This is an optimization exercise on Yosys and OpenROAD, whose aim is small area and a short achievable clock period, not a production implementation. No functional check of the RTL was part of any run shown here. The clock port is modelled as an ideal driver; clocking choices that lean on that would not hold on a real chip.

==> flow/design.v, too long to show whole: its modules and the start of the top module <==
// module full_adder: 9 lines
// module half_adder: 8 lines
// module DaddaKS_16bitMAC: 1766 lines
// module bxor: 3 lines
// module bxnor: 3 lines
// module band: 3 lines
// module bnor: 3 lines
// module bandn: 3 lines
// module bor: 3 lines
// module born: 3 lines
// module aoi21: 3 lines
// module oai21: 3 lines
// module nand2: 3 lines
// module nor2: 3 lines
module DaddaKS_16bitMAC(
    input [15:0] a,
    input [15:0] b,
    input clk,
    input rst,
    input cin,
    output reg [31:0] out,
    output cout
);
  // ...
==> flow/flow/run.sh <==
#!/bin/bash
# The standard layout (the standard.sh) with these ORFS settings on top of config.mk's:
#   SETUP_SLACK_MARGIN=7 'BUFFER_PORTS_ARGS=-buffer_cell sky130_fd_sc_hd__buf_1' 'CTS_ARGS=-sink_clustering_enable -repair_clock_nets -buf_list sky130_fd_sc_hd__clkbuf_8 -dont_use_dummy_load'
# and one extra step after global placement: downsize.tcl gives every cell the smallest
# drive strength that keeps the worst setup slack (area recovery; synthesis maps the
# one-gate modules to needlessly large cells).  Each tool's output is in its own log.
set -euo pipefail
bash standard.sh SETUP_SLACK_MARGIN=7 'BUFFER_PORTS_ARGS=-buffer_cell sky130_fd_sc_hd__buf_1' 'CTS_ARGS=-sink_clustering_enable -repair_clock_nets -buf_list sky130_fd_sc_hd__clkbuf_8 -dont_use_dummy_load' place > standard_place.log 2>&1
R=$PWD/orfs/results/sky130hd/DaddaKS_16bitMAC/base
DS_ODB=$R/3_place.odb DS_SDC=$R/3_place.sdc DS_TARGET=7.3 \
  DS_LIB=$FLOW_HOME/platforms/sky130hd/lib/sky130_fd_sc_hd__tt_025C_1v80.lib \
  DS_PLATFORM_DIR=$FLOW_HOME/platforms/sky130hd \
  openroad -no_init -exit flow/downsize.tcl > downsize.log 2>&1
bash standard.sh SETUP_SLACK_MARGIN=7 'BUFFER_PORTS_ARGS=-buffer_cell sky130_fd_sc_hd__buf_1' 'CTS_ARGS=-sink_clustering_enable -repair_clock_nets -buf_list sky130_fd_sc_hd__clkbuf_8 -dont_use_dummy_load' finish > standard_finish.log 2>&1
==> flow/flow/downsize.tcl <==
# Area recovery: give each cell the smallest drive strength of its kind that keeps the
# design's worst setup slack at least DS_TARGET (or the slack it had, if that is lower).
# Reads and rewrites the ODB given in DS_ODB; DS_SDC is its SDC.
read_db $::env(DS_ODB)
read_liberty $::env(DS_LIB)
read_sdc $::env(DS_SDC)
source $::env(DS_PLATFORM_DIR)/setRC.tcl
if {[info exists ::env(DS_PROP)] && $::env(DS_PROP)} { set_propagated_clock [all_clocks] }
estimate_parasitics -placement
set wns0 [sta::worst_slack -max]
set target [expr {min($wns0, $::env(DS_TARGET))}]
puts "downsize: worst slack $wns0, target $target"
set area0 0.0
set saved 0.0
set n 0
set insts [get_cells *]
foreach inst $insts {
  set m [get_property $inst ref_name]
  if {![regexp {^(sky130_fd_sc_hd__[a-z0-9]+)_([0-9]+)$} $m -> base size]} { continue }
  if {[string match *df* $base] || [string match *tap* $base] || [string match *conb* $base] || [string match *clkbuf* $base]} { continue }
  set cands {}
  foreach lc [get_lib_cells */${base}_*] {
    set nm [get_property $lc name]
    if {[regexp "^${base}_(\[0-9\]+)\$" $nm -> s2] && $s2 < $size} { lappend cands [list $s2 $nm] }
  }
  if {![llength $cands]} { continue }
  set cands [lsort -integer -index 0 $cands]
  foreach c $cands {
    set nm [lindex $c 1]
    replace_cell $inst $nm
    if {[sta::worst_slack -max] >= $target} {
      incr n
      puts "downsize: [get_full_name $inst] $m -> $nm"
      break
    }
    replace_cell $inst $m
  }
}
puts "downsize: resized $n cells, worst slack now [sta::worst_slack -max]"
report_design_area
write_db $::env(DS_ODB)
==> flow/standard.sh <==
#!/bin/bash
# synth_recipe.tcl (not shown) runs the flow's synth.tcl, then flattens the netlist and writes it again
# the make line also repeats each setting of config.mk as NAME=value (left out here)
make -C /OpenROAD-flow-scripts/flow DESIGN_CONFIG=/design/flow/config.mk WORK_HOME=/design/flow/orfs CLKGATE_MAP_FILE= SYNTH_SCRIPT=/design/flow/synth_recipe.tcl "${@:-finish}"
==> flow/config.mk <==
export PLATFORM = sky130hd
export DESIGN_NAME = DaddaKS_16bitMAC
export DESIGN_NICKNAME = DaddaKS_16bitMAC
export VERILOG_FILES = /design/flow/design.v
export SDC_FILE = /design/flow/constraint.sdc
export NUM_CORES = 4
export LEC_CHECK = 0
export CAP_MARGIN = 20
export CORE_MARGIN = 2
export CORE_UTILIZATION = 40
export CTS_BUF_LIST = sky130_fd_sc_hd__clkbuf_8
export SETUP_SLACK_MARGIN = 5
export SLEW_MARGIN = 20
export SYNTH_HIERARCHICAL = 1
==> flow/constraint.sdc <==
create_clock -name core_clock -period 17.0 [get_ports {clk}]
set_input_delay 3.4000 -clock core_clock [delete_from_list [all_inputs] [get_ports {clk}]]
set_output_delay 3.4000 -clock core_clock [all_outputs]
set_load 0.01 [all_outputs]
==> qor.csv, run 1 <==
stage,metric,value,unit
setup_path,reg-to-reg setup timing slack,11150,ps
final_layout,Largest register FFs,32,
logic_synthesis,syn_area_per_cell,10.2,sq um
final_layout,Final Cell Area,9040,sq um
die,die height,152,um
final_layout,Layout area overhead,3.52,%
timing,Final Critical Period,11050,ps
timing,Worst Max-Slew Pin Slew,790,ps
logic_synthesis,Synth Area in Simple Gates,16.4,%
outcome,run status,finished clean,
global_route,initial antenna violation count,0,
die,Ports,68,
die,initial core utilization,40.4,%
route,DRT met1 WL,8930,um
timing,final hold slack,634,ps
final_layout,Non-CTS buffers,102,
logic_synthesis,leading register cell type out of synthesis,dfrtp_1,
logic_synthesis,Post-Syn Area,8740,sq um
setup_path,"slowest stage delay, CP",600,ps
final_layout,Register Area,801,sq um
global_route,met3 usage,4.67,%
hold_path,worst min-delay path startpoint,out[31],
clock_tree,clock sink count,32,
==> run 2, diff against run 1 <==
--- a/flow/design.v
+++ b/flow/design.v
@@ -784,50 +784,38 @@
 wire c502;
 wire s503;
 wire c504;
 wire iv505;
 wire s506;
 wire c507;
 wire p_0;
 wire g_0;
-wire t_0;
 wire p_1;
 wire g_1;
-wire t_1;
 wire p_2;
 wire g_2;
-wire t_2;
 wire p_3;
 wire g_3;
-wire t_3;
 wire p_4;
 wire g_4;
-wire t_4;
 wire p_5;
 wire g_5;
-wire t_5;
 wire p_6;
 wire g_6;
-wire t_6;
 wire p_7;
 wire g_7;
-wire t_7;
 wire p_8;
 wire g_8;
-wire t_8;
 wire p_9;
 wire g_9;
-wire t_9;
 wire p_10;
 wire g_10;
-wire t_10;
 wire p_11;
 wire g_11;
-wire t_11;
 wire p_12;
 wire g_12;
 wire t_12;
 wire p_13;
 wire g_13;
 wire t_13;
 wire p_14;
 wire g_14;
@@ -859,35 +847,28 @@
 wire p_23;
 wire g_23;
 wire t_23;
 wire p_24;
 wire g_24;
 wire t_24;
 wire p_25;
 wire g_25;
-wire t_25;
 wire p_26;
 wire g_26;
-wire t_26;
 wire p_27;
 wire g_27;
-wire t_27;
 wire p_28;
 wire g_28;
-wire t_28;
 wire p_29;
 wire g_29;
-wire t_29;
 wire p_30;
 wire g_30;
-wire t_30;
 wire p_31;
 wire g_31;
-wire t_31;
 wire p_32;
 wire g_32;
 wire G1_0_508;
 wire G3_2_509;
 wire P3_2_510;
 wire G5_4_511;
 wire P5_4_512;
 wire G7_6_513;
@@ -947,42 +928,40 @@
 wire gi567;
 wire G11_0_568;
 wire G19_0_569;
 wire G27_0_570;
 wire gi571;
 wire G5_0_572;
 wire G9_0_573;
 wire G13_0_574;
-wire gi575;
-wire G17_0_576;
-wire G21_0_577;
-wire gi578;
-wire G25_0_579;
-wire G29_0_580;
-wire gi581;
-wire G2_0_582;
-wire G4_0_583;
-wire G6_0_584;
-wire gi585;
-wire G8_0_586;
-wire G10_0_587;
-wire gi588;
-wire G12_0_589;
-wire G14_0_590;
-wire G16_0_591;
-wire G18_0_592;
-wire gi593;
-wire G20_0_594;
-wire G22_0_595;
-wire G24_0_596;
-wire G26_0_597;
-wire gi598;
-wire G28_0_599;
-wire G30_0_600;
+wire G17_0_575;
+wire G21_0_576;
+wire gi577;
+wire G25_0_578;
+wire G29_0_579;
+wire gi580;
+wire G2_0_581;
+wire G4_0_582;
+wire G6_0_583;
+wire G8_0_584;
+wire G10_0_585;
+wire gi586;
+wire G12_0_587;
+wire G14_0_588;
+wire G16_0_589;
+wire G18_0_590;
+wire gi591;
+wire G20_0_592;
+wire G22_0_593;
+wire G24_0_594;
+wire G26_0_595;
+wire gi596;
+wire G28_0_597;
+wire G30_0_598;
 wire sum_0;
 wire sum_1;
 wire sum_2;
 wire sum_3;
 wire sum_4;
 wire sum_5;
 wire sum_6;
 wire sum_7;
@@ -1546,50 +1525,38 @@
 full_adder fa220 (.a(c374), .b(s435), .c(c434), .sum(s497), .carry(c498));
 full_adder fa221 (.a(s382), .b(c436), .c(s437), .sum(s499), .carry(c500));
 full_adder fa222 (.a(c383), .b(s439), .c(c438), .sum(s501), .carry(c502));
 full_adder fa223 (.a(c386), .b(s442), .c(c440), .sum(s503), .carry(c504));
 assign iv505 = ~out[30];
 full_adder fa224 (.a(iv505), .b(pp_15_15), .c(c443), .sum(s506), .carry(c507));
 bxor px0 (.a(pp_0_0), .b(hs444), .y(p_0));
 bnor pg0 (.a(pp_0_0), .b(hs444), .y(g_0));
-nand2 pt0 (.a(pp_0_0), .b(hs444), .y(t_0));
 bxor px1 (.a(hc445), .b(s447), .y(p_1));
 bnor pg1 (.a(hc445), .b(s447), .y(g_1));
-nand2 pt1 (.a(hc445), .b(s447), .y(t_1));
 bxor px2 (.a(c448), .b(s449), .y(p_2));
 bnor pg2 (.a(c448), .b(s449), .y(g_2));
-nand2 pt2 (.a(c448), .b(s449), .y(t_2));
 bxor px3 (.a(c450), .b(s451), .y(p_3));
 bnor pg3 (.a(c450), .b(s451), .y(g_3));
-nand2 pt3 (.a(c450), .b(s451), .y(t_3));
 bxor px4 (.a(c452), .b(s453), .y(p_4));
 bnor pg4 (.a(c452), .b(s453), .y(g_4));
-nand2 pt4 (.a(c452), .b(s453), .y(t_4));
 bxor px5 (.a(c454), .b(s455), .y(p_5));
 bnor pg5 (.a(c454), .b(s455), .y(g_5));
-nand2 pt5 (.a(c454), .b(s455), .y(t_5));
 bxor px6 (.a(c456), .b(s457), .y(p_6));
 bnor pg6 (.a(c456), .b(s457), .y(g_6));
-nand2 pt6 (.a(c456), .b(s457), .y(t_6));
 bxor px7 (.a(c458), .b(s459), .y(p_7));
 bnor pg7 (.a(c458), .b(s459), .y(g_7));
-nand2 pt7 (.a(c458), .b(s459), .y(t_7));
 bxor px8 (.a(c460), .b(s461), .y(p_8));
 bnor pg8 (.a(c460), .b(s461), .y(g_8));
-nand2 pt8 (.a(c460), .b(s461), .y(t_8));
 bxor px9 (.a(c462), .b(s463), .y(p_9));
 bnor pg9 (.a(c462), .b(s463), .y(g_9));
-nand2 pt9 (.a(c462), .b(s463), .y(t_9));
 bxor px10 (.a(c464), .b(s465), .y(p_10));
 bnor pg10 (.a(c464), .b(s465), .y(g_10));
-nand2 pt10 (.a(c464), .b(s465), .y(t_10));
 bxor px11 (.a(c466), .b(s467), .y(p_11));
 bnor pg11 (.a(c466), .b(s467), .y(g_11));
-nand2 pt11 (.a(c466), .b(s467), .y(t_11));
 bxor px12 (.a(c468), .b(s469), .y(p_12));
 bnor pg12 (.a(c468), .b(s469), .y(g_12));
 nand2 pt12 (.a(c468), .b(s469), .y(t_12));
 bxor px13 (.a(c470), .b(s471), .y(p_13));
 bnor pg13 (.a(c470), .b(s471), .y(g_13));
 nand2 pt13 (.a(c470), .b(s471), .y(t_13));
 bxor px14 (.a(c472), .b(s473), .y(p_14));
 bnor pg14 (.a(c472), .b(s473), .y(g_14));
@@ -1621,68 +1588,61 @@
 bxor px23 (.a(c490), .b(s491), .y(p_23));
 bnor pg23 (.a(c490), .b(s491), .y(g_23));
 nand2 pt23 (.a(c490), .b(s491), .y(t_23));
 bxor px24 (.a(c492), .b(s493), .y(p_24));
 bnor pg24 (.a(c492), .b(s493), .y(g_24));
 nand2 pt24 (.a(c492), .b(s493), .y(t_24));
 bxor px25 (.a(c494), .b(s495), .y(p_25));
 bnor pg25 (.a(c494), .b(s495), .y(g_25));
-nand2 pt25 (.a(c494), .b(s495), .y(t_25));
 bxor px26 (.a(c496), .b(s497), .y(p_26));
 bnor pg26 (.a(c496), .b(s497), .y(g_26));
-nand2 pt26 (.a(c496), .b(s497), .y(t_26));
 bxor px27 (.a(c498), .b(s499), .y(p_27));
 bnor pg27 (.a(c498), .b(s499), .y(g_27));
-nand2 pt27 (.a(c498), .b(s499), .y(t_27));
 bxor px28 (.a(c500), .b(s501), .y(p_28));
 bnor pg28 (.a(c500), .b(s501), .y(g_28));
-nand2 pt28 (.a(c500), .b(s501), .y(t_28));
 bxor px29 (.a(c502), .b(s503), .y(p_29));
 bnor pg29 (.a(c502), .b(s503), .y(g_29));
-nand2 pt29 (.a(c502), .b(s503), .y(t_29));
 bxor px30 (.a(c504), .b(s506), .y(p_30));
 bnor pg30 (.a(c504), .b(s506), .y(g_30));
-nand2 pt30 (.a(c504), .b(s506), .y(t_30));
 bxnor px31 (.a(out[31]), .b(c507), .y(p_31));
 bandn pg31 (.a(out[31]), .b(c507), .y(g_31));
-born pt31 (.a(out[31]), .b(c507), .y(t_31));
 assign p_32 = 1'b0;
 assign g_32 = 1'b0;
-aoi21 uG1_0_508 (.a(t_1), .b(g_0), .c(g_1), .y(G1_0_508));
-aoi21 uG3_2_509 (.a(t_3), .b(g_2), .c(g_3), .y(G3_2_509));
-nand2 uP3_2_510 (.a(t_3), .b(t_2), .y(P3_2_510));
-aoi21 uG5_4_511 (.a(t_5), .b(g_4), .c(g_5), .y(G5_4_511));
-nand2 uP5_4_512 (.a(t_5), .b(t_4), .y(P5_4_512));
-aoi21 uG7_6_513 (.a(t_7), .b(g_6), .c(g_7), .y(G7_6_513));
-nand2 uP7_6_514 (.a(t_7), .b(t_6), .y(P7_6_514));
-aoi21 uG9_8_515 (.a(t_9), .b(g_8), .c(g_9), .y(G9_8_515));
-nand2 uP9_8_516 (.a(t_9), .b(t_8), .y(P9_8_516));
-aoi21 uG11_10_517 (.a(t_11), .b(g_10), .c(g_11), .y(G11_10_517));
-nand2 uP11_10_518 (.a(t_11), .b(t_10), .y(P11_10_518));
+aoi21 uG1_0_508 (.a(p_1), .b(g_0), .c(g_1), .y(G1_0_508));
+aoi21 uG3_2_509 (.a(p_3), .b(g_2), .c(g_3), .y(G3_2_509));
+nand2 uP3_2_510 (.a(p_3), .b(p_2), .y(P3_2_510));
+aoi21 uG5_4_511 (.a(p_5), .b(g_4), .c(g_5), .y(G5_4_511));
+nand2 uP5_4_512 (.a(p_5), .b(p_4), .y(P5_4_512));
+aoi21 uG7_6_513 (.a(p_7), .b(g_6), .c(g_7), .y(G7_6_513));
+nand2 uP7_6_514 (.a(p_7), .b(p_6), .y(P7_6_514));
+aoi21 uG9_8_515 (.a(p_9), .b(g_8), .c(g_9), .y(G9_8_515));
+nand2 uP9_8_516 (.a(p_9), .b(p_8), .y(P9_8_516));
+aoi21 uG11_10_517 (.a(p_11), .b(g_10), .c(g_11), .y(G11_10_517));
+nand2 uP11_10_518 (.a(p_11), .b(p_10), .y(P11_10_518));
 aoi21 uG13_12_519 (.a(t_13), .b(g_12), .c(g_13), .y(G13_12_519));
 nand2 uP13_12_520 (.a(t_13), .b(t_12), .y(P13_12_520));
 aoi21 uG15_14_521 (.a(t_15), .b(g_14), .c(g_15), .y(G15_14_521));
 nand2 uP15_14_522 (.a(t_15), .b(t_14), .y(P15_14_522));
 aoi21 uG17_16_523 (.a(t_17), .b(g_16), .c(g_17), .y(G17_16_523));
 nand2 uP17_16_524 (.a(t_17), .b(t_16), .y(P17_16_524));
 aoi21 uG19_18_525 (.a(t_19), .b(g_18), .c(g_19), .y(G19_18_525));
 nand2 uP19_18_526 (.a(t_19), .b(t_18), .y(P19_18_526));
 aoi21 uG21_20_527 (.a(t_21), .b(g_20), .c(g_21), .y(G21_20_527));
 nand2 uP21_20_528 (.a(t_21), .b(t_20), .y(P21_20_528));
 aoi21 uG23_22_529 (.a(t_23), .b(g_22), .c(g_23), .y(G23_22_529));
 nand2 uP23_22_530 (.a(t_23), .b(t_22), .y(P23_22_530));
-aoi21 uG25_24_531 (.a(t_25), .b(g_24), .c(g_25), .y(G25_24_531));
-nand2 uP25_24_532 (.a(t_25), .b(t_24), .y(P25_24_532));
-aoi21 uG27_26_533 (.a(t_27), .b(g_26), .c(g_27), .y(G27_26_533));
-nand2 uP27_26_534 (.a(t_27), .b(t_26), .y(P27_26_534));
-aoi21 uG29_28_535 (.a(t_29), .b(g_28), .c(g_29), .y(G29_28_535));
-nand2 uP29_28_536 (.a(t_29), .b(t_28), .y(P29_28_536));
-aoi21 uG31_30_537 (.a(t_31), .b(g_30), .c(g_31), .y(G31_30_537));
-nand2 uP31_30_538 (.a(t_31), .b(t_30), .y(P31_30_538));
+aoi21 uG25_24_531 (.a(p_25), .b(g_24), .c(g_25), .y(G25_24_531));
+nand2 uP25_24_532 (.a(p_25), .b(t_24), .y(P25_24_532));
+aoi21 uG27_26_533 (.a(p_27), .b(g_26), .c(g_27), .y(G27_26_533));
+nand2 uP27_26_534 (.a(p_27), .b(p_26), .y(P27_26_534));
+aoi21 uG29_28_535 (.a(p_29), .b(g_28), .c(g_29), .y(G29_28_535));
+nand2 uP29_28_536 (.a(p_29), .b(p_28), .y(P29_28_536));
+aoi21 uG31_30_537 (.a(p_31), .b(g_30), .c(g_31), .y(G31_30_537));
+nand2 uP31_30_538 (.a(p_31), .b(p_30), .y(P31_30_538));
 oai21 uG3_0_539 (.a(P3_2_510), .b(G1_0_508), .c(G3_2_509), .y(G3_0_539));
 oai21 uG7_4_540 (.a(P7_6_514), .b(G5_4_511), .c(G7_6_513), .y(G7_4_540));
 nor2 uP7_4_541 (.a(P7_6_514), .b(P5_4_512), .y(P7_4_541));
 oai21 uG11_8_542 (.a(P11_10_518), .b(G9_8_515), .c(G11_10_517), .y(G11_8_542));
 nor2 uP11_8_543 (.a(P11_10_518), .b(P9_8_516), .y(P11_8_543));
 oai21 uG15_12_544 (.a(P15_14_522), .b(G13_12_519), .c(G15_14_521), .y(G15_12_544));
 nor2 uP15_12_545 (.a(P15_14_522), .b(P13_12_520), .y(P15_12_545));
 oai21 uG19_16_546 (.a(P19_18_526), .b(G17_16_523), .c(G19_18_525), .y(G19_16_546));
@@ -1709,74 +1669,72 @@
 assign gi567 = ~G7_0_554;
 aoi21 uG11_0_568 (.a(P11_8_543), .b(gi567), .c(G11_8_542), .y(G11_0_568));
 aoi21 uG19_0_569 (.a(P19_16_547), .b(G15_0_561), .c(G19_16_546), .y(G19_0_569));
 aoi21 uG27_0_570 (.a(P27_24_551), .b(G23_0_566), .c(G27_24_550), .y(G27_0_570));
 assign gi571 = ~G3_0_539;
 oai21 uG5_0_572 (.a(P5_4_512), .b(gi571), .c(G5_4_511), .y(G5_0_572));
 oai21 uG9_0_573 (.a(P9_8_516), .b(G7_0_554), .c(G9_8_515), .y(G9_0_573));
 oai21 uG13_0_574 (.a(P13_12_520), .b(G11_0_568), .c(G13_12_519), .y(G13_0_574));
-assign gi575 = ~G15_0_561;
-oai21 uG17_0_576 (.a(P17_16_524), .b(gi575), .c(G17_16_523), .y(G17_0_576));
-oai21 uG21_0_577 (.a(P21_20_528), .b(G19_0_569), .c(G21_20_527), .y(G21_0_577));
-assign gi578 = ~G23_0_566;
-oai21 uG25_0_579 (.a(P25_24_532), .b(gi578), .c(G25_24_531), .y(G25_0_579));
-oai21 uG29_0_580 (.a(P29_28_536), .b(G27_0_570), .c(G29_28_535), .y(G29_0_580));
-assign gi581 = ~G1_0_508;
-aoi21 uG2_0_582 (.a(t_2), .b(gi581), .c(g_2), .y(G2_0_582));
-aoi21 uG4_0_583 (.a(t_4), .b(G3_0_539), .c(g_4), .y(G4_0_583));
-aoi21 uG6_0_584 (.a(t_6), .b(G5_0_572), .c(g_6), .y(G6_0_584));
-assign gi585 = ~G7_0_554;
-aoi21 uG8_0_586 (.a(t_8), .b(gi585), .c(g_8), .y(G8_0_586));
-aoi21 uG10_0_587 (.a(t_10), .b(G9_0_573), .c(g_10), .y(G10_0_587));
-assign gi588 = ~G11_0_568;
-aoi21 uG12_0_589 (.a(t_12), .b(gi588), .c(g_12), .y(G12_0_589));
-aoi21 uG14_0_590 (.a(t_14), .b(G13_0_574), .c(g_14), .y(G14_0_590));
-aoi21 uG16_0_591 (.a(t_16), .b(G15_0_561), .c(g_16), .y(G16_0_591));
-aoi21 uG18_0_592 (.a(t_18), .b(G17_0_576), .c(g_18), .y(G18_0_592));
-assign gi593 = ~G19_0_569;
-aoi21 uG20_0_594 (.a(t_20), .b(gi593), .c(g_20), .y(G20_0_594));
-aoi21 uG22_0_595 (.a(t_22), .b(G21_0_577), .c(g_22), .y(G22_0_595));
-aoi21 uG24_0_596 (.a(t_24), .b(G23_0_566), .c(g_24), .y(G24_0_596));
-aoi21 uG26_0_597 (.a(t_26), .b(G25_0_579), .c(g_26), .y(G26_0_597));
-assign gi598 = ~G27_0_570;
-aoi21 uG28_0_599 (.a(t_28), .b(gi598), .c(g_28), .y(G28_0_599));
-aoi21 uG30_0_600 (.a(t_30), .b(G29_0_580), .c(g_30), .y(G30_0_600));
+oai21 uG17_0_575 (.a(P17_16_524), .b(gi565), .c(G17_16_523), .y(G17_0_575));
+oai21 uG21_0_576 (.a(P21_20_528), .b(G19_0_569), .c(G21_20_527), .y(G21_0_576));
+assign gi577 = ~G23_0_566;
+oai21 uG25_0_578 (.a(P25_24_532), .b(gi577), .c(G25_24_531), .y(G25_0_578));
+oai21 uG29_0_579 (.a(P29_28_536), .b(G27_0_570), .c(G29_28_535), .y(G29_0_579));
+assign gi580 = ~G1_0_508;
+aoi21 uG2_0_581 (.a(p_2), .b(gi580), .c(g_2), .y(G2_0_581));
+aoi21 uG4_0_582 (.a(p_4), .b(G3_0_539), .c(g_4), .y(G4_0_582));
+aoi21 uG6_0_583 (.a(p_6), .b(G5_0_572), .c(g_6), .y(G6_0_583));
+aoi21 uG8_0_584 (.a(p_8), .b(gi567), .c(g_8), .y(G8_0_584));
+aoi21 uG10_0_585 (.a(p_10), .b(G9_0_573), .c(g_10), .y(G10_0_585));
+assign gi586 = ~G11_0_568;
+aoi21 uG12_0_587 (.a(t_12), .b(gi586), .c(g_12), .y(G12_0_587));
+aoi21 uG14_0_588 (.a(t_14), .b(G13_0_574), .c(g_14), .y(G14_0_588));
+aoi21 uG16_0_589 (.a(t_16), .b(G15_0_561), .c(g_16), .y(G16_0_589));
+aoi21 uG18_0_590 (.a(t_18), .b(G17_0_575), .c(g_18), .y(G18_0_590));
+assign gi591 = ~G19_0_569;
+aoi21 uG20_0_592 (.a(t_20), .b(gi591), .c(g_20), .y(G20_0_592));
+aoi21 uG22_0_593 (.a(t_22), .b(G21_0_576), .c(g_22), .y(G22_0_593));
+aoi21 uG24_0_594 (.a(t_24), .b(G23_0_566), .c(g_24), .y(G24_0_594));
+aoi21 uG26_0_595 (.a(p_26), .b(G25_0_578), .c(g_26), .y(G26_0_595));
+assign gi596 = ~G27_0_570;
+aoi21 uG28_0_597 (.a(p_28), .b(gi596), .c(g_28), .y(G28_0_597));
+aoi21 uG30_0_598 (.a(p_30), .b(G29_0_579), .c(g_30), .y(G30_0_598));
 assign sum_0 = p_0;
 bxor sx1 (.a(p_1), .b(g_0), .y(sum_1));
 bxnor sx2 (.a(p_2), .b(G1_0_508), .y(sum_2));
-bxnor sx3 (.a(p_3), .b(G2_0_582), .y(sum_3));
+bxnor sx3 (.a(p_3), .b(G2_0_581), .y(sum_3));
 bxor sx4 (.a(p_4), .b(G3_0_539), .y(sum_4));
-bxnor sx5 (.a(p_5), .b(G4_0_583), .y(sum_5));
+bxnor sx5 (.a(p_5), .b(G4_0_582), .y(sum_5));
 bxor sx6 (.a(p_6), .b(G5_0_572), .y(sum_6));
-bxnor sx7 (.a(p_7), .b(G6_0_584), .y(sum_7));
+bxnor sx7 (.a(p_7), .b(G6_0_583), .y(sum_7));
 bxnor sx8 (.a(p_8), .b(G7_0_554), .y(sum_8));
-bxnor sx9 (.a(p_9), .b(G8_0_586), .y(sum_9));
+bxnor sx9 (.a(p_9), .b(G8_0_584), .y(sum_9));
 bxor sx10 (.a(p_10), .b(G9_0_573), .y(sum_10));
-bxnor sx11 (.a(p_11), .b(G10_0_587), .y(sum_11));
+bxnor sx11 (.a(p_11), .b(G10_0_585), .y(sum_11));
 bxnor sx12 (.a(p_12), .b(G11_0_568), .y(sum_12));
-bxnor sx13 (.a(p_13), .b(G12_0_589), .y(sum_13));
+bxnor sx13 (.a(p_13), .b(G12_0_587), .y(sum_13));
 bxor sx14 (.a(p_14), .b(G13_0_574), .y(sum_14));
-bxnor sx15 (.a(p_15), .b(G14_0_590), .y(sum_15));
+bxnor sx15 (.a(p_15), .b(G14_0_588), .y(sum_15));
 bxor sx16 (.a(p_16), .b(G15_0_561), .y(sum_16));
-bxnor sx17 (.a(p_17), .b(G16_0_591), .y(sum_17));
-bxor sx18 (.a(p_18), .b(G17_0_576), .y(sum_18));
-bxnor sx19 (.a(p_19), .b(G18_0_592), .y(sum_19));
+bxnor sx17 (.a(p_17), .b(G16_0_589), .y(sum_17));
+bxor sx18 (.a(p_18), .b(G17_0_575), .y(sum_18));
+bxnor sx19 (.a(p_19), .b(G18_0_590), .y(sum_19));
 bxnor sx20 (.a(p_20), .b(G19_0_569), .y(sum_20));
-bxnor sx21 (.a(p_21), .b(G20_0_594), .y(sum_21));
-bxor sx22 (.a(p_22), .b(G21_0_577), .y(sum_22));
-bxnor sx23 (.a(p_23), .b(G22_0_595), .y(sum_23));
+bxnor sx21 (.a(p_21), .b(G20_0_592), .y(sum_21));
+bxor sx22 (.a(p_22), .b(G21_0_576), .y(sum_22));
+bxnor sx23 (.a(p_23), .b(G22_0_593), .y(sum_23));
 bxor sx24 (.a(p_24), .b(G23_0_566), .y(sum_24));
-bxnor sx25 (.a(p_25), .b(G24_0_596), .y(sum_25));
-bxor sx26 (.a(p_26), .b(G25_0_579), .y(sum_26));
-bxnor sx27 (.a(p_27), .b(G26_0_597), .y(sum_27));
+bxnor sx25 (.a(p_25), .b(G24_0_594), .y(sum_25));
+bxor sx26 (.a(p_26), .b(G25_0_578), .y(sum_26));
+bxnor sx27 (.a(p_27), .b(G26_0_595), .y(sum_27));
 bxnor sx28 (.a(p_28), .b(G27_0_570), .y(sum_28));
-bxnor sx29 (.a(p_29), .b(G28_0_599), .y(sum_29));
-bxor sx30 (.a(p_30), .b(G29_0_580), .y(sum_30));
-bxnor sx31 (.a(p_31), .b(G30_0_600), .y(sum_31));
+bxnor sx29 (.a(p_29), .b(G28_0_597), .y(sum_29));
+bxor sx30 (.a(p_30), .b(G29_0_579), .y(sum_30));
+bxnor sx31 (.a(p_31), .b(G30_0_598), .y(sum_31));
 bxnor sx32 (.a(p_32), .b(G31_0_564), .y(sum_32));
 assign cout = sum_32;
 always @(posedge clk or posedge rst) begin
     if (rst)
         out <= 32'h0;
     else
         out <= {sum_31, sum_30, sum_29, sum_28, sum_27, sum_26, sum_25, sum_24, sum_23, sum_22, sum_21, sum_20, sum_19, sum_18, sum_17, sum_16, sum_15, sum_14, sum_13, sum_12, sum_11, sum_10, sum_9, sum_8, sum_7, sum_6, sum_5, sum_4, sum_3, sum_2, sum_1, sum_0};
 end
==> flow/flow/run.sh (replaced) <==
#!/bin/bash
set -euo pipefail
R=$PWD/orfs/results/sky130hd/DaddaKS_16bitMAC/base
downsize() {
  DS_ODB=$R/$1.odb DS_SDC=$R/$1.sdc DS_TARGET=99 DS_PROP=$2 DS_TRADEOFF=$3 \
    DS_LIB=$FLOW_HOME/platforms/sky130hd/lib/sky130_fd_sc_hd__tt_025C_1v80.lib \
    DS_PLATFORM_DIR=$FLOW_HOME/platforms/sky130hd \
    openroad -no_init -exit flow/downsize.tcl > downsize_$1.log 2>&1
}
bash standard.sh 'BUFFER_PORTS_ARGS=-buffer_cell sky130_fd_sc_hd__buf_1' 'CTS_ARGS=-sink_clustering_enable -repair_clock_nets -buf_list sky130_fd_sc_hd__clkbuf_8 -dont_use_dummy_load' SETUP_SLACK_MARGIN=6 place > standard_place.log 2>&1
downsize 3_place 0 0
bash standard.sh 'BUFFER_PORTS_ARGS=-buffer_cell sky130_fd_sc_hd__buf_1' 'CTS_ARGS=-sink_clustering_enable -repair_clock_nets -buf_list sky130_fd_sc_hd__clkbuf_8 -dont_use_dummy_load' SETUP_SLACK_MARGIN=6 cts > standard_cts.log 2>&1
downsize 4_cts 1 1
bash standard.sh 'BUFFER_PORTS_ARGS=-buffer_cell sky130_fd_sc_hd__buf_1' 'CTS_ARGS=-sink_clustering_enable -repair_clock_nets -buf_list sky130_fd_sc_hd__clkbuf_8 -dont_use_dummy_load' SETUP_SLACK_MARGIN=0 finish > standard_finish.log 2>&1
--- a/flow/flow/downsize.tcl
+++ b/flow/flow/downsize.tcl
@@ -5,16 +5,25 @@
 read_liberty $::env(DS_LIB)
 read_sdc $::env(DS_SDC)
 source $::env(DS_PLATFORM_DIR)/setRC.tcl
 if {[info exists ::env(DS_PROP)] && $::env(DS_PROP)} { set_propagated_clock [all_clocks] }
 estimate_parasitics -placement
 set wns0 [sta::worst_slack -max]
 set target [expr {min($wns0, $::env(DS_TARGET))}]
 puts "downsize: worst slack $wns0, target $target"
+set tradeoff [expr {[info exists ::env(DS_TRADEOFF)] ? $::env(DS_TRADEOFF) : 0}]
+set tradeoff_k [expr {$tradeoff ? $::env(DS_TRADEOFF) : 0}]
+set cur_wns $wns0
+set cur_area 0.0
+foreach i [get_cells *] {
+  set lc [get_lib_cells -quiet */[get_property $i ref_name]]
+  if {[llength $lc]} { set cur_area [expr {$cur_area + [get_property $lc area]}] }
+}
+puts "downsize: cell area $cur_area"
 set area0 0.0
 set saved 0.0
 set n 0
 set insts [get_cells *]
 foreach inst $insts {
   set m [get_property $inst ref_name]
   if {![regexp {^(sky130_fd_sc_hd__[a-z0-9]+)_([0-9]+)$} $m -> base size]} { continue }
   if {[string match *df* $base] || [string match *tap* $base] || [string match *conb* $base] || [string match *clkbuf* $base]} { continue }
@@ -23,17 +32,26 @@
     set nm [get_property $lc name]
     if {[regexp "^${base}_(\[0-9\]+)\$" $nm -> s2] && $s2 < $size} { lappend cands [list $s2 $nm] }
   }
   if {![llength $cands]} { continue }
   set cands [lsort -integer -index 0 $cands]
   foreach c $cands {
     set nm [lindex $c 1]
     replace_cell $inst $nm
-    if {[sta::worst_slack -max] >= $target} {
+    set wns [sta::worst_slack -max]
+    set ok [expr {$wns >= $target}]
+    if {!$ok && $tradeoff} {
+      set da [expr {[get_property [get_lib_cells */$m] area] - [get_property [get_lib_cells */$nm] area]}]
+      set dp [expr {$cur_wns - $wns}]
+      if {$dp / (17.0 - $cur_wns) < $tradeoff_k * $da / $cur_area} { set ok 1 }
+    }
+    if {$ok} {
+      set cur_area [expr {$cur_area - [get_property [get_lib_cells */$m] area] + [get_property [get_lib_cells */$nm] area]}]
+      set cur_wns $wns
       incr n
       puts "downsize: [get_full_name $inst] $m -> $nm"
       break
     }
     replace_cell $inst $m
   }
 }
 puts "downsize: resized $n cells, worst slack now [sta::worst_slack -max]"
==> flow/config.mk (replaced) <==
export PLATFORM = sky130hd
export DESIGN_NAME = DaddaKS_16bitMAC
export DESIGN_NICKNAME = DaddaKS_16bitMAC
export VERILOG_FILES = /design/flow/design.v
export SDC_FILE = /design/flow/constraint.sdc
export NUM_CORES = 4
export LEC_CHECK = 0
export CAP_MARGIN = 20
export CORE_MARGIN = 2
export CORE_UTILIZATION = 40
export SETUP_SLACK_MARGIN = 5
export SLEW_MARGIN = 20
export SYNTH_HIERARCHICAL = 1
==> run 2 against run 1 <==
Worst setup slack lost 260 ps. Core utilization shrank 0.94 points. Fmax is 2.3% lower. Non-clock buffer count fell by 23. Flip-flop and latch count unchanged. Cell count shrank 3.9%. Clock skew shrank 6.4 ps. Largest cell class unchanged. Global-route usage up 0.18 points. Routed wire length down 3.1%. First-iteration DRC count fell by 18%. Sequential share of layout area rose by 0.40 points.
==> qor.csv, run 2 <==
stage,metric,value,unit,change
placement,DP HPWL,17200,um,was 17100 um
setup_path,Crit Path Max Fanout,16,,was 7
clock_tree,Root Buffer Master,clkbuf_8,,unchanged
final_layout,largest registers,out (32),,unchanged
logic_synthesis,syn_area_per_cell,10.4,sq um,was 10.2 sq um
global_route,first-pass GRT wire length,35600,um,about the same
placement,placed cells,1123,,was 1146
timing,skew final,13.6,ps,was 20.0 ps
logic_synthesis,biggest area consumer among synthesized cells,fa_1,,unchanged
setup_path,Crit Reg-Reg Startpoint,out[13],,was out[14]
clock_tree,Max clock buf depth,2,,unchanged
hold_path,Hold WC Path Type,reg -> reg,,unchanged
setup_path,critical path data required time,13600,ps,about the same
logic_synthesis,post-synth top area share,52.1,%,was 51.6%
route,Vias/cell,5.13,,was 5.10
die,Die Area,22800,sq um,was 23000 sq um
die,initial core utilization,40.9,%,was 40.4%
timing,Final Critical Period,11310,ps,was 11050 ps
final_layout,fin cells,1131,,was 1177
setup_path,R2R cell count,19,,was 20
global_route,largest net degree at the start of global routing,33,,unchanged
die,die height,151,um,was 152 um
setup_path,crit path to,cout,,unchanged
setup_path,CP Capture Type,primary output,,unchanged
die,Ports,68,,unchanged
placement,routability cong.,0.843,,was 0.849
timing,final hold slack,672,ps,was 634 ps
route,Pre-antenna DRT Iters,6,,unchanged
setup_path,CP Class,in -> out,,unchanged
global_route,Total GRT Usage,21.0,%,was 20.8%
setup_path,Worst setup startpoint,a[11],,was b[15]
logic_synthesis,leading register cell type out of synthesis,dfrtp_1,,unchanged
timing,setup total negative slack,0,ps,unchanged
logic_synthesis,cells after synthesis,836,,was 854
final_layout,Largest Register,out,,unchanged
final_layout,antenna cells,0,,unchanged
timing,Fin. Hold Viols,0,,unchanged
logic_synthesis,Post-Syn Area,8650,sq um,was 8740 sq um
timing,Worst Max-Slew Pin Slew,685,ps,was 790 ps
logic_synthesis,Synth area leaders,"fa_1, nand2_1, dfrtp_1",,unchanged
timing,Final setup violation count,0,,unchanged
final_layout,"most common cell after layout, fill and taps aside",nand2_1,,unchanged
logic_synthesis,Post-synth EDFFs,0,,unchanged
route,WL/cell,19.2,um,was 19.0 um
logic_synthesis,register area share after synthesis,9.25,%,was 9.17%
final_layout,Layout area overhead,-0.0433,%,was 3.52%
logic_synthesis,number of synthesized register bits,32,,unchanged
route,post-route ant nets,0,,unchanged
final_layout,Final nets,1118,,was 1159
clock_tree,Inserted Clock Buffers,5,,unchanged
die,FP Rows,53,,was 54
setup_path,reg-to-reg endpoint,out[31],,unchanged
timing,worst setup margin,5690,ps,was 5950 ps
clock_tree,hold_buf cts,0,,unchanged
timing,fin. max-slew vios,0,,unchanged
final_layout,number of fill cells,2131,,was 2168
timing,fmax,88.4,MHz,was 90.5 MHz
global_route,initial antenna violation count,0,,unchanged
setup_path,crit path DAT,7910,ps,was 7650 ps
logic_synthesis,Synthesis Warnings,7,,unchanged
logic_synthesis,syn_nets,1096,,was 1114
clock_tree,Clock Latency Late Sink,320,ps,about the same
clock_tree,H-tree depth,2,,unchanged
final_layout,Largest register FFs,32,,unchanged
clock_tree,"Clk pin slew, worst setup/hold paths",90,ps,was 80 ps
placement,"worst slack, placed",5120,ps,was 5330 ps
global_route,GR Overflow Total,0,,unchanged
die,Die Wd,151,um,was 152 um
setup_path,CP Launch Type,input pin,,unchanged
route,number of DRC markers in iteration 0,312,,was 380
timing,slew margin rel.,53.8,%,was 46.8%
outcome,run status,finished clean,,unchanged
timing,"Period Utilization, post-route",66.5,%,was 65.0%
timing,RSZ-0062 raised after global routing,false,,was true
route,WL final,21700,um,was 22400 um
clock_tree,clock sink count,32,,unchanged
final_layout,share of cells above drive strength 1,5.26,%,was 10.6%
placement,PortBufs,67,,unchanged
clock_tree,CTS tree,built,,unchanged
logic_synthesis,Synth async-reset ratio,100,%,unchanged
setup_path,reg-to-reg setup timing slack,11130,ps,was 11150 ps
logic_synthesis,top post-synthesis cells by count,"nand2_1, fa_1, buf_6",,unchanged
run,max-cap check violation count,0,,unchanged
route,total number of vias,5803,,was 5998
logic_synthesis,most common cell in the synthesized netlist,nand2_1,,unchanged
global_route,vias in the first global route,6577,,was 6394
die,core area,21200,sq um,was 21600 sq um
logic_synthesis,Netlist cell types,16,,was 17
route,DRC,0,,unchanged
final_layout,most frequent cells in the layout,"nand2_1, fa_1, xor2_1, buf_1",,"was nand2_1, fa_1, xor2_1, buf_1, nor2_1"
-- run 2: cell count changes after synthesis, sizes merged --
cell    change
nand2      -17
nand2b      -1
-- run 2: how the worst min path moves through the flow --
stage / from / endpoint / slack (ps) / depth (start not counted)
final: out[0] / out[0] / 670 / 2
after floorplan: out[0] / out[0] / 680 / 2
after global routing: out[31] / out[31] / 710 / 2
after global placement: out[0] / out[0] / 650 / 2
after detailed placement: out[0] / out[0] / 660 / 2
after CTS: out[0] / out[0] / 680 / 2
-- run 2: cell families (layout without fill, tap and decap cells) --
kind of cell               count (synthesis)  after routing  synth area share (%)
other                                      1              1                0.0433
and+or+nand+nor                          343            343                  15.7
xor gates and xnor gates                  80             80                  8.10
buffers and inverters                     98            118                  9.90
AOI/OAI and AO/OA                         57             57                  4.99
DFF                                       32             32                  9.25
adders and majority gates                225            225                  52.1
-- run 2: worst max-delay path, stage by stage --
cell	delay, ps
buf_1	60
buf_2	390
nand2_1	140
fa_1	430
fa_1	550
fa_1	450
fa_1	500
fa_1	550
nand2_1	110
nand2_1	70
nor2_1	120
nand2_1	60
o21ai_0	140
buf_1	410
a21oi_1	150
xnor2_1	190
buf_1	170
-- run 2: layout make-up --
cell class / count / area, sq um / area share, %
clock buffer: 5 / 68.8 / 0.796
tap: 275 / 344 / 3.98
timing repair buffer: 79 / 469 / 5.42
inverter: 34 / 128 / 1.48
sequential: 32 / 801 / 9.26
multi-input combinational: 706 / 6840 / 79.1
-- run 2: stage by stage --
| stage | area [sq um] | util (%) |
|---|---|---|
| 3_3_place_gp | 8590 | 40.6 |
| 3_5_place_dp | 8590 | 40.6 |
| 5_1_grt | 8650 | 40.9 |
| 2_1_floorplan | 8650 | - |
| 6_report | 8650 | 40.9 |
| 4_1_cts | 8670 | 41.0 |
-- run 2: routing by layer --
metal,track usage (%),vias to the layer above,wire length (um)
met5,0,-,0
met4,7.15,0,728
met3,3.58,47,1510
met2,34.8,233,10700
met1,28.0,3007,8760
li1,-,2516,-
-- run 2: repair_timing --
| action | 4_1_cts | 5_1_grt |
|---|---|---|
| setup endpoints to repair | 1 | 0 |
| setup buffers | 2 | 0 |
| gates resized for setup | 148 | 0 |
| hold endpoints to repair | 0 | 0 |
-- run 2: modules after synthesis, one instance, submodules excluded, a selection --
module	area (sq um)	cells inside
bor	6.26	1
bxnor	8.76	1
bandn	13.8	1
DaddaKS_16bitMAC	2640	387
bnor	3.75	1
nor2	3.75	1
aoi21	8.76	1
nand2	3.75	1
bxor	8.76	1
full_adder	20.0	1
==> run 3, diff against run 2 <==
==> flow/flow/run.sh (replaced) <==
#!/bin/bash
# The standard layout (the standard.sh) with these ORFS settings on top of config.mk's:
#   SETUP_SLACK_MARGIN=6 'BUFFER_PORTS_ARGS=-buffer_cell sky130_fd_sc_hd__buf_1' 'CTS_ARGS=-sink_clustering_enable -repair_clock_nets -buf_list sky130_fd_sc_hd__clkbuf_8 -dont_use_dummy_load'
# and one extra step after global placement: downsize.tcl gives every cell the smallest
# drive strength that keeps the worst setup slack (area recovery; synthesis maps the
# one-gate modules to needlessly large cells).  Each tool's output is in its own log.
set -euo pipefail
bash standard.sh SETUP_SLACK_MARGIN=6 'BUFFER_PORTS_ARGS=-buffer_cell sky130_fd_sc_hd__buf_1' 'CTS_ARGS=-sink_clustering_enable -repair_clock_nets -buf_list sky130_fd_sc_hd__clkbuf_8 -dont_use_dummy_load' place > standard_place.log 2>&1
R=$PWD/orfs/results/sky130hd/DaddaKS_16bitMAC/base
DS_ODB=$R/3_place.odb DS_SDC=$R/3_place.sdc DS_TARGET=6.3 \
  DS_LIB=$FLOW_HOME/platforms/sky130hd/lib/sky130_fd_sc_hd__tt_025C_1v80.lib \
  DS_PLATFORM_DIR=$FLOW_HOME/platforms/sky130hd \
  openroad -no_init -exit flow/downsize.tcl > downsize.log 2>&1
bash standard.sh SETUP_SLACK_MARGIN=6 'BUFFER_PORTS_ARGS=-buffer_cell sky130_fd_sc_hd__buf_1' 'CTS_ARGS=-sink_clustering_enable -repair_clock_nets -buf_list sky130_fd_sc_hd__clkbuf_8 -dont_use_dummy_load' finish > standard_finish.log 2>&1
==> run 3 against run 2 <==
Register-to-register slack better by 380 ps. Die area unchanged. Critical path type unchanged. Clock-buffer cell count did not move.
==> qor.csv, run 3 <==
stage,metric,value,unit,change
final_layout,antenna cells,0,,unchanged
logic_synthesis,Synth async-reset ratio,100,%,unchanged
timing,Final setup violation count,0,,unchanged
hold_path,Hold WC Path Type,reg -> reg,,unchanged
setup_path,CP Launch Type,input pin,,unchanged
die,Die Wd,151,um,unchanged
route,WL final,21700,um,about the same
logic_synthesis,biggest area consumer among synthesized cells,fa_1,,unchanged
route,Pre-antenna DRT Iters,5,,was 6
final_layout,Largest Register,out,,unchanged
logic_synthesis,top post-synthesis cells by count,"nand2_1, fa_1, buf_6",,unchanged
clock_tree,clock sink count,32,,unchanged
timing,setup total negative slack,0,ps,unchanged
clock_tree,Inserted Clock Buffers,5,,unchanged
setup_path,critical path data required time,13600,ps,about the same
clock_tree,Root Buffer Master,clkbuf_8,,unchanged
final_layout,share of cells above drive strength 1,8.37,%,was 5.26%
final_layout,"most common cell after layout, fill and taps aside",nand2_1,,unchanged
setup_path,crit path DAT,7510,ps,was 7910 ps
route,WL/cell,19.1,um,was 19.2 um
clock_tree,Max clock buf depth,2,,unchanged
die,Die Area,22800,sq um,unchanged
logic_synthesis,syn_nets,1096,,unchanged
logic_synthesis,cells after synthesis,836,,unchanged
run,max-cap check violation count,0,,unchanged
global_route,vias in the first global route,6572,,was 6577
die,Ports,68,,unchanged
timing,Fin. Hold Viols,0,,unchanged
clock_tree,Clock Latency Late Sink,320,ps,about the same
timing,final hold slack,675,ps,was 672 ps
setup_path,CP Class,in -> out,,unchanged
final_layout,Final nets,1122,,was 1118
global_route,largest net degree at the start of global routing,33,,unchanged
route,total number of vias,5813,,was 5803
logic_synthesis,Synthesis Warnings,7,,unchanged
die,initial core utilization,40.9,%,unchanged
final_layout,number of fill cells,2102,,was 2131
placement,routability cong.,0.843,,unchanged
timing,"Period Utilization, post-route",64.2,%,was 66.5%
setup_path,reg-to-reg setup timing slack,11510,ps,was 11130 ps
die,FP Rows,53,,unchanged
timing,Worst Max-Slew Pin Slew,682,ps,was 685 ps
clock_tree,"Clk pin slew, worst setup/hold paths",70,ps,was 90 ps
final_layout,largest registers,out (32),,unchanged
hold_path,WHS Path Cells,2,,unchanged
global_route,GR Overflow Total,0,,unchanged
route,number of DRC markers in iteration 0,315,,was 312
global_route,first-pass GRT wire length,35600,um,about the same
setup_path,reg-to-reg endpoint,out[31],,unchanged
placement,area post-placement,8590,sq um,unchanged
setup_path,Crit Reg-Reg Startpoint,out[14],,was out[13]
timing,slew margin rel.,54.1,%,was 53.8%
hold_path,worst min-delay path startpoint,out[31],,was out[0]
final_layout,most frequent cells in the layout,"nand2_1, fa_1, xor2_1, buf_1, nor2_1",,"was nand2_1, fa_1, xor2_1, buf_1"
logic_synthesis,leading register cell type out of synthesis,dfrtp_1,,unchanged
timing,fmax,91.6,MHz,was 88.4 MHz
logic_synthesis,number of synthesized register bits,32,,unchanged
final_layout,Register Area,801,sq um,unchanged
logic_synthesis,syn_area_per_cell,10.4,sq um,unchanged
timing,Final Critical Period,10910,ps,was 11310 ps
logic_synthesis,Netlist cell types,16,,unchanged
logic_synthesis,post-synth top area share,52.1,%,unchanged
global_route,initial antenna violation count,0,,unchanged
timing,fin. max-slew vios,0,,unchanged
logic_synthesis,Synth area leaders,"fa_1, nand2_1, dfrtp_1",,unchanged
setup_path,CP Capture Type,primary output,,unchanged
logic_synthesis,Post-Syn Area,8650,sq um,unchanged
final_layout,Layout area overhead,2.11,%,was -0.0433%
route,DRC,0,,unchanged
placement,PortBufs,67,,unchanged
clock_tree,H-tree depth,2,,unchanged
final_layout,Largest register FFs,32,,unchanged
outcome,run status,finished clean,,unchanged
final_layout,multi-input logic area,6920,sq um,was 6840 sq um
placement,DP HPWL,17200,um,unchanged
timing,RSZ-0062 raised after global routing,true,,was false
global_route,Total GRT Usage,21.0,%,about the same
setup_path,R2R cell count,19,,unchanged
clock_tree,hold_buf cts,0,,unchanged
route,Vias/cell,5.12,,was 5.13
die,core area,21200,sq um,unchanged
timing,skew final,13.4,ps,was 13.6 ps
hold_path,hold path endpoint,out[31],,was out[0]
clock_tree,CTS tree,built,,unchanged
die,die height,151,um,unchanged
logic_synthesis,Post-synth EDFFs,0,,unchanged
setup_path,Crit Path Max Fanout,16,,unchanged
logic_synthesis,most common cell in the synthesized netlist,nand2_1,,unchanged
route,post-route ant nets,0,,unchanged
logic_synthesis,register area share after synthesis,9.25,%,unchanged
final_layout,Final Cell Area,8840,sq um,was 8650 sq um
-- run 3: changes by cell type in the layout (fill, tap and decap cells not counted), sizes merged --
cell / delta
clkbuf: +6
buf: -1
clkdlybuf4s15: -1
-- run 3: cell type report --
class                   count  area share (%)
flip-flops and latches     32            9.06
clock buffers               5           0.779
repair buffers             83            6.49
multi-input cells         706            78.3
well taps                 275            3.89
inverters                  34            1.44
-- run 3: metal layers --
layer	GRT usage, %	share of wire (%)
met5	0	0
met1	28.1	41
met4	7.15	3.1
met3	3.58	6.7
met2	34.8	49
-- run 3: cell families after synthesis --
logic type                 count (synthesis)  share of synthesized area (%)
and+or+nand+nor                          343                           15.7
AOI/OAI and AO/OA                         57                           4.99
xor gates and xnor gates                  80                           8.10
DFF                                       32                           9.25
adders and majority gates                225                           52.1
buffers and inverters                     98                           9.90
other                                      1                         0.0433
-- run 3: metrics by stage --
step	cells	setup slack, ps	util (%)
after floorplan	836	6120	-
after global placement	1123	5260	40.6
final	1135	6090	41.8
after global routing	1135	5900	41.8
after CTS	1130	6000	41.0
after detailed placement	1123	5120	40.6
-- run 3: what timing repair did --
action,4_1_cts,5_1_grt
gates resized for setup,148,30
pin swaps,4,11
setup buffers,2,4
setup endpoints to repair,1,1
-- run 3: worst max path at each step --
stage,to,depth (start not counted),from,slack [ps]
final,cout,16,b[6],6090
after CTS,cout,17,b[14],6000
after detailed placement,cout,16,a[0],5120
after floorplan,cout,16,a[0],6120
after global routing,cout,17,b[14],5900
after global placement,cout,16,b[12],5260
-- run 3: Yosys stat by module, one instance, submodules excluded, excerpt --
| module | flops+latches | cell area (sq um) |
|---|---|---|
| full_adder | 0 | 20.0 |
| born | 0 | 6.26 |
| bxor | 0 | 8.76 |
| nor2 | 0 | 3.75 |
| bandn | 0 | 13.8 |
| bxnor | 0 | 8.76 |
| oai21 | 0 | 5.00 |
| DaddaKS_16bitMAC | 32 | 2640 |
-- run 3: worst max-delay path, cell delays in order --
cell,delay [ps]
buf_4,230
nand2_1,120
or2_0,290
fa_1,540
fa_1,460
fa_1,450
fa_1,460
fa_2,600
nand2_2,90
a21oi_4,170
o21ai_2,110
a21oi_2,160
o21ai_2,70
a21oi_2,130
xnor2_1,80
buf_2,140

-- separate check: timing with driven ports --
Ports are ideal in the flow. The routed layouts listed here were re-timed in OpenROAD. Step 1 (the two cells are an assumption about what drives the block):
set clk [get_ports {clk}]
set_driving_cell -lib_cell sky130_fd_sc_hd__clkbuf_16 $clk
set_driving_cell -lib_cell sky130_fd_sc_hd__buf_2 [delete_from_list [all_inputs] $clk]
Step 2 moves the port delays by t, midway between the first and last clock arrival at a register: inputs arrive t later, outputs are due t later. That takes back most of the time a late clock gives input paths. Slacks: no drivers / after step 1 / after step 2; pairs: no drivers / after step 1.
| run | t, ns | setup slack, ns | cell pins on the clock port's net |
|---|---|---|---|
| run 1 | 0.347 | 5.950 / 5.921 / 5.921 | 1 |
| run 2 | 0.355 | 5.692 / 5.671 / 5.671 | 1 |
| run 3 | 0.355 | 6.088 / 6.022 / 6.022 | 1 |
After both steps setup and hold are still met in every run listed. For run 3, which loses most, drivers alone change the setup slack by -0.066 ns; drivers and shift together by -0.066 ns.
